From an optimization exercise on the open Yosys and OpenROAD flow, aimed at small area, a short achievable clock period and few clock cycles; shortcuts taken in it are not production practice. Only simulation tests tie the RTL to the original design; equivalence was not proved. No activity file was given, so power comes from the tool's default toggle rates.

v6:
==> flow/design.v (excerpt) <==
module gemm_controller (
  input  logic        clk,
  input  logic        rstn,
  input  logic        start,
  input  logic [15:0] M, K, Ncols,
  output logic        done,
  output logic [13:0] addr_A,
  input  logic [31:0] data_A,
  output logic [13:0] addr_B,
  input  logic [31:0] data_B,
  output logic [13:0] addr_C,
  output logic [31:0] data_C,
  output logic        we_C
);
  logic [13:0] n_q;                 
  logic [13:0] k_q;
  logic        busy, ph, gnew;
  logic        adv1;                
  logic [1:0]  bub;                 
  logic [13:0] kl;                  
  logic [13:0] alt_A, alt_B;        
  logic [13:0] col, rb0;            
  logic        rstep;               
  logic [13:0] rows_left;           
  logic        more;                
  logic        b_c1v, b_r1v, b_re, b_fin;    
  logic        col_end1, col_end2, c1v, lastcol, r1v, lastrow;
  logic        k_is1, kl_is2, go, issue, s0, s1, s0_new, stop, load0, load1, klast, f0_kl1;
  logic [13:0] col_p1, rb1;
  logic        f0_k0, f0_kl;
  logic [5:1]  k0_p;                
  logic        adr_ph, d_ph;        
  logic [5:0]  la;                  
  logic [3:0]  slot0, slot1;        
  logic        wp, rp;              
  logic        q1, q2, q3;          
  logic        w_c1v, w_r1v, w_re, w_fin;
  logic [13:0] wbase;               
  logic [3:0]  w_rd;                
  logic [13:0] wsum, wnext;
  logic        rst_q;               
  logic [15:0] a0_r, a1_r, b_r, b1_r;
  logic [23:0] pm0, pm0_c, pm1, pm1_c, mid0, mid0_c, mid1, mid1_c;
  logic [15:0] prod0, prod0_c, prod1, prod1_c, prod1d, acc0, acc1, y0, y1, acc0_in, acc1_in, dc;
  assign col_p1   = col + 14'd1;
  assign col_end1 = col_p1 == n_q;                     
  assign col_end2 = (col_p1 + 14'd1) == n_q;           
  assign c1v      = !col_end1;
  assign lastcol  = col_end1 || col_end2;
  assign r1v      = rows_left != 14'd1;
  ...
For scale: roughly 3700 cells after synthesis, roughly 470 flip-flops.
Settings: LEC_CHECK=0, CAP_MARGIN=20, CORE_MARGIN=2, CORE_UTILIZATION=40, PLACE_DENSITY=0.6, SLEW_MARGIN=20; clock period 30.0 ns.
standard.sh (not shown) runs the stock make flow with config.mk's settings and CLKGATE_MAP_FILE= SYNTH_SCRIPT=/design/flow/synth_recipe.tcl, a recipe that flattens the netlist after the stock synthesis.
==> flow/flow/run.sh <==
#!/bin/bash
# The standard layout, with the port buffers made of sky130_fd_sc_hd__buf_2
# (ORFS's buffer_ports otherwise picks clkdlybuf4s50_1, a slow delay cell).
set -euo pipefail
export BUFFER_PORTS_ARGS="-buffer_cell sky130_fd_sc_hd__buf_2"
bash standard.sh > standard.log 2>&1
Testbench counts of v6, summed over its fixed seeds: cycles 38,269.
> inputs changed (v6 -> v7)
--- a/flow/design.v
+++ b/flow/design.v
@@ -912,15 +912,15 @@
   assign c1v      = !col_end1;
   assign lastcol  = col_end1 || col_end2;
   assign r1v      = rows_left != 14'd1;
   assign lastrow  = (rows_left == 14'd1) || (rows_left == 14'd2);
   assign rb1      = rb0 + k_q;
   assign k_is1    = (k_q == 14'd1);
   assign kl_is2   = (kl == 14'd2);
-  assign go     = !busy && start;
+  assign go     = !busy && start && rstn;    
   assign issue  = busy && (bub == 2'd0);
   assign s0     = issue && !ph;
   assign s1     = issue && ph;
   assign s0_new = s0 && gnew;
   assign stop   = s0_new && !more;
   assign load0  = s0_new && more;
   assign load1  = s1 && f0_k0;
Notes after the runs:
v7 and v6 ended up with nearly the same sequential share of layout area. Summary of v7 over v6: via count now larger; highest clock rate now sits higher; non-clock buffer count grew by about 0.66%; number of logic inverters in the finished layout fell 4.1%; design area grew by 0.36%. Worst slack at placement: v7 < v6. NOTE area of the mapped netlist v6->v7 increased slightly.
Testbench counts of v7, summed over its fixed seeds: cycles 38,269.

the previous run:
gemm_controller, a different RTL version from the one above (not shown whole).
Size: roughly 3800 cells after synthesis, ~480 flip-flops, roughly 190 I/O pins, ~34000 um2 of cells after synthesis.
==> module gemm_controller, before the edit <==
module gemm_controller (
  input  logic        clk,
  input  logic        rstn,
  input  logic        start,
  input  logic [15:0] M, K, Ncols,
  output logic        done,
  output logic [13:0] addr_A,
  input  logic [31:0] data_A,
  output logic [13:0] addr_B,
  input  logic [31:0] data_B,
  output logic [13:0] addr_C,
  output logic [31:0] data_C,
  output logic        we_C
);
  logic [14:0] n_q;
  logic [13:0] k_q;
  logic        busy, pre, ph, gnew;
  logic [1:0]  bub;                 
  logic [13:0] kl;                  
  logic [13:0] alt_A, alt_B;        
  logic [13:0] col, rb0;            
  logic [14:0] rows_left;           
  logic        more;                
  logic        b_c1v, b_r1v, b_re, b_fin;    
  logic        col_end1, col_end2, c1v, lastcol, r1v, lastrow;
  logic        k_is1, kl_is2, go, issue, s0, s1, s0_new, stop, load0, load1, klast;
  logic [13:0] col_p1, rb1;
  logic        f0_k0, f0_kl;
  logic [5:1]  k0_p;                
  logic        adr_ph, d_ph;        
  logic [5:0]  la;                  
  logic [3:0]  slot0, slot1;        
  logic        wp, rp;              
  logic        q1, q2, q3;          
  logic        w_c1v, w_r1v, w_re, w_fin;
  logic [13:0] wbase, wrow;         
  logic [15:0] a0_r, a1_r, b_r, b1_r;
  logic [23:0] pm0, pm0_c, pm1, pm1_c, mid0, mid0_c, mid1, mid1_c;
  logic [15:0] prod0, prod0_c, prod1, prod1_c, prod1d, acc0, acc1, y0, y1, acc0_in, acc1_in, dc;
  assign col_p1   = col + 14'd1;
  assign col_end1 = {1'b0, col_p1} == n_q;             
  assign col_end2 = ({1'b0, col_p1} + 15'd1) == n_q;   
  assign c1v      = !col_end1;
  assign lastcol  = col_end1 || col_end2;
  assign r1v      = rows_left != 15'd1;
  assign lastrow  = (rows_left == 15'd1) || (rows_left == 15'd2);
  assign rb1      = rb0 + k_q;
  assign k_is1    = (k_q == 14'd1);
  assign kl_is2   = (kl == 14'd2);
  assign go     = !busy && start;
  assign issue  = busy && !pre && (bub == 2'd0);
  assign s0     = issue && !ph;
  assign s1     = issue && ph;
  assign s0_new = s0 && gnew;
  assign stop   = s0_new && !more;
  assign load0  = s0_new && more;
  assign load1  = s1 && f0_k0;
  assign klast  = gnew ? k_is1 : kl_is2;      
  always_ff @(posedge clk) begin
    if (!rstn) busy <= 1'b0;
    else if (go) busy <= 1'b1;
    else if (stop) busy <= 1'b0;
  end
  always_ff @(posedge clk) begin
    n_q <= Ncols[14:0];
    k_q <= K[13:0];
    pre <= go;
    if (!busy) begin
      rows_left <= M[14:0];
      ph <= 1'b0; gnew <= 1'b1; more <= 1'b1; bub <= 2'd0;
      col <= '0; rb0 <= '0;
    end else begin
      if (bub != 2'd0) bub <= bub - 2'd1;
      if (issue) ph <= ~ph;
      if (s0) begin
        f0_k0 <= gnew;
        f0_kl <= klast;
        kl    <= gnew ? k_q : kl - 14'd1;
      end
      if (load0) begin
        gnew <= 1'b0;
        b_c1v <= c1v; b_r1v <= r1v; b_re <= lastcol; b_fin <= lastcol && lastrow;
      end else if (s1 && f0_kl) begin
        gnew <= 1'b1;
        if (k_is1) bub <= 2'd2;
      end
      if (load1) begin
        if (lastcol) begin
          col <= '0;
          rb0 <= rb0 + {k_q[12:0], 1'b0};
          rows_left <= rows_left - 15'd2;
          if (lastrow) more <= 1'b0;
        end else
          col <= col + 14'd2;
      end
    end
    if (load0) begin
      addr_A <= rb0; addr_B <= col;
    end else if (load1) begin
      addr_A <= rb1; addr_B <= col_p1;
    end else if (issue) begin
      addr_A <= alt_A; addr_B <= alt_B;
    end
    alt_A <= addr_A + 14'd1;
    alt_B <= addr_B + n_q[13:0];
  end
  always_ff @(posedge clk) begin
    adr_ph <= issue && ph;
    d_ph   <= adr_ph;
    k0_p <= {k0_p[4:1], f0_k0};
  end
  always_ff @(posedge clk) begin
    if (!rstn) begin
      la <= '0; wp <= 1'b0; rp <= 1'b0;
      q1 <= 1'b0; q2 <= 1'b0; q3 <= 1'b0;
      we_C <= 1'b0; done <= 1'b0;
    end else begin
      la <= {la[4:0], s0 && !stop && klast};
      if (s0 && !stop && klast) wp <= ~wp;
      if (la[5]) rp <= ~rp;
      q1 <= la[5]; q2 <= q1; q3 <= q2;
      we_C <= la[5] | (q1 & w_c1v) | (q2 & w_r1v) | (q3 & w_r1v & w_c1v);
      done <= q3 & w_fin;
    end
  end
  always_ff @(posedge clk) begin
    if (s0 && !stop && klast) begin
      if (wp) slot1 <= gnew ? {c1v, r1v, lastcol, lastcol && lastrow} : {b_c1v, b_r1v, b_re, b_fin};
      else    slot0 <= gnew ? {c1v, r1v, lastcol, lastcol && lastrow} : {b_c1v, b_r1v, b_re, b_fin};
    end
  end
  always_ff @(posedge clk) begin
    if (la[5]) begin
      {w_c1v, w_r1v, w_re, w_fin} <= rp ? slot1 : slot0;
    end
    if (!rstn || (q3 && w_fin)) begin
      wbase <= '0; wrow <= '0;
    end else if (q3) begin
      if (w_re) begin
        wbase <= wrow + {n_q[12:0], 1'b0};
        wrow  <= wrow + {n_q[12:0], 1'b0};
      end else
        wbase <= wbase + 14'd2;
    end
  end
  always_ff @(posedge clk) begin
    if (la[5])        addr_C <= wbase;
    else if (q1)      addr_C <= wbase + 14'd1;
    else if (q2)      addr_C <= wbase + n_q[13:0];
    else if (q3)      addr_C <= wbase + n_q[13:0] + 14'd1;
  end
  always_ff @(posedge clk) begin
    if (!d_ph) a0_r <= data_A[15:0];
    else       a1_r <= data_A[15:0];
    b_r  <= data_B[15:0];
    b1_r <= b_r;
  end
  fp16_mul_a u_m0a (.a(a0_r), .b(b_r),  .r(pm0_c));
  fp16_mul_b u_m0b (.r(pm0), .y(prod0_c));
  fp16_mul_a u_m1a (.a(a1_r), .b(b1_r), .r(pm1_c));
  fp16_mul_b u_m1b (.r(pm1), .y(prod1_c));
  assign acc0_in = {y0[15] & ~k0_p[3], y0[14:10] & {5{~k0_p[3]}}, y0[9:0]};
  assign acc1_in = {y1[15] & ~k0_p[5], y1[14:10] & {5{~k0_p[5]}}, y1[9:0]};
  fp16_add_align u_al0 (.a(acc0), .b(prod0),  .r(mid0_c));
  fp16_add_norm  u_nr0 (.r(mid0), .y(y0));
  fp16_add_align u_al1 (.a(acc1), .b(prod1d), .r(mid1_c));
  fp16_add_norm  u_nr1 (.r(mid1), .y(y1));
  always_ff @(posedge clk) begin
    pm0    <= pm0_c;
    pm1    <= pm1_c;
    prod0  <= prod0_c;
    prod1  <= prod1_c;
    prod1d <= prod1;
    mid0   <= mid0_c;
    mid1   <= mid1_c;
    acc0   <= acc0_in;
    acc1   <= acc1_in;
    dc     <= (q2 || q3) ? y1 : y0;
  end
  assign data_C = {16'h0000, dc};
endmodule
Settings: LEC_CHECK=0, CAP_MARGIN=20, CORE_MARGIN=2, CORE_UTILIZATION=40, PLACE_DENSITY=0.6, SLEW_MARGIN=20; clock period 30.0 ns.
Scripts as last shown in full above: flow/flow/run.sh
Testbench counts of the previous run, summed over its fixed seeds: cycles 38,586.
Edits applied to the flow inputs when going from the previous run to the current run:
--- a/flow/design.v
+++ b/flow/design.v
@@ -908,11 +908,13 @@
   logic [5:0]  la;                  
   logic [3:0]  slot0, slot1;        
   logic        wp, rp;              
   logic        q1, q2, q3;          
   logic        w_c1v, w_r1v, w_re, w_fin;
-  logic [13:0] wbase, wrow;         
+  logic [13:0] wbase;               
+  logic [3:0]  w_rd;                
+  logic        rst_q;               
   logic [15:0] a0_r, a1_r, b_r, b1_r;
   logic [23:0] pm0, pm0_c, pm1, pm1_c, mid0, mid0_c, mid1, mid1_c;
   logic [15:0] prod0, prod0_c, prod1, prod1_c, prod1d, acc0, acc1, y0, y1, acc0_in, acc1_in, dc;
   assign col_p1   = col + 14'd1;
   assign col_end1 = {1'b0, col_p1} == n_q;             
@@ -973,15 +975,15 @@
     end
     if (load0) begin
       addr_A <= rb0; addr_B <= col;
     end else if (load1) begin
       addr_A <= rb1; addr_B <= col_p1;
-    end else if (issue) begin
-      addr_A <= alt_A; addr_B <= alt_B;
+    end else begin
+      addr_A <= alt_A + 14'd1; addr_B <= alt_B + n_q[13:0];
     end
-    alt_A <= addr_A + 14'd1;
-    alt_B <= addr_B + n_q[13:0];
+    alt_A <= addr_A;
+    alt_B <= addr_B;
   end
   always_ff @(posedge clk) begin
     adr_ph <= issue && ph;
     d_ph   <= adr_ph;
     k0_p <= {k0_p[4:1], f0_k0};
@@ -995,38 +997,38 @@
       la <= {la[4:0], s0 && !stop && klast};
       if (s0 && !stop && klast) wp <= ~wp;
       if (la[5]) rp <= ~rp;
       q1 <= la[5]; q2 <= q1; q3 <= q2;
       we_C <= la[5] | (q1 & w_c1v) | (q2 & w_r1v) | (q3 & w_r1v & w_c1v);
-      done <= q3 & w_fin;
+      done <= (la[5] & w_rd[0] & ~w_rd[3] & ~w_rd[2]) |
+              (q1 & w_fin & w_c1v & ~w_r1v) |
+              (q2 & w_fin & w_r1v & ~w_c1v) |
+              (q3 & w_fin & w_r1v & w_c1v);
     end
   end
+  assign w_rd = rp ? slot1 : slot0;
   always_ff @(posedge clk) begin
     if (s0 && !stop && klast) begin
       if (wp) slot1 <= gnew ? {c1v, r1v, lastcol, lastcol && lastrow} : {b_c1v, b_r1v, b_re, b_fin};
       else    slot0 <= gnew ? {c1v, r1v, lastcol, lastcol && lastrow} : {b_c1v, b_r1v, b_re, b_fin};
     end
   end
   always_ff @(posedge clk) begin
     if (la[5]) begin
-      {w_c1v, w_r1v, w_re, w_fin} <= rp ? slot1 : slot0;
-    end
-    if (!rstn || (q3 && w_fin)) begin
-      wbase <= '0; wrow <= '0;
-    end else if (q3) begin
-      if (w_re) begin
-        wbase <= wrow + {n_q[12:0], 1'b0};
-        wrow  <= wrow + {n_q[12:0], 1'b0};
-      end else
-        wbase <= wbase + 14'd2;
+      {w_c1v, w_r1v, w_re, w_fin} <= w_rd;
     end
+    rst_q <= !rstn;
+    if (rst_q || (q3 && w_fin))
+      wbase <= '0;
+    else if (q3)
+      wbase <= w_re ? wbase + n_q[13:0] + {12'd0, ~n_q[0], n_q[0]} : wbase + 14'd2;
   end
   always_ff @(posedge clk) begin
-    if (la[5])        addr_C <= wbase;
-    else if (q1)      addr_C <= wbase + 14'd1;
-    else if (q2)      addr_C <= wbase + n_q[13:0];
-    else if (q3)      addr_C <= wbase + n_q[13:0] + 14'd1;
+    if (q1)      addr_C <= wbase + 14'd1;
+    else if (q2) addr_C <= wbase + n_q[13:0];
+    else if (q3) addr_C <= wbase + n_q[13:0] + 14'd1;
+    else         addr_C <= wbase;
   end
   always_ff @(posedge clk) begin
     if (!d_ph) a0_r <= data_A[15:0];
     else       a1_r <= data_A[15:0];
     b_r  <= data_B[15:0];
Findings:
Summary: with the previous run as the reference, area occupied by registers in the current run moved down by a few percent. Number of sequential storage elements came out lower on the current run than on the previous run. The current run vs the previous run: total power after layout up in the current run. Summary of the current run over the previous run: via count rose by 1.8%; met3 capacity usage during global routing rose by 0.47 points; headroom to the max-slew limit fell by 4.8 points; fmax rose by 2.1%; post-synthesis compound-gate area fraction rose by 0.76 points.
Testbench counts of the current run, summed over its fixed seeds: cycles 38,461.

[re-timing with driven ports]
No port has a modelled driver above. Below, the same layouts with a new extraction and two added sets of constraints.
Step 1, drivers: a clkbuf_16 drives clk and a buf_2 each remaining input, both assumed.
Step 2 also shifts input and output timing later by t, the mid clock arrival at the registers, as if the neighbouring blocks saw the same clock.
Slacks: ideal ports / drivers / drivers and shift; pairs: ideal ports / drivers.
run | t (ns) | slack for setup (ns) | worst setup path after step 2 | slew at the worst register clock pin (ns) | worst slew at a driven data input, ns
v6 | 0.655 | 22.855 / 22.792 / 23.133 | input to register | 0.07 / 0.07 | 0.05
v7 | 0.649 | 22.883 / 22.816 / 23.004 | input to register | 0.07 / 0.07 | 0.05
the previous run | 0.676 | 22.741 / 22.675 / 22.677 | input to register | 0.07 / 0.07 | 0.09
the current run | 0.671 | 22.893 / 22.826 / 23.132 | register to register | 0.07 / 0.07 | 0.07
After both steps setup and hold are still met in every run listed. The setup slack of the previous run, which loses most, moves by -0.066 ns with the drivers and by -0.064 ns with both steps.
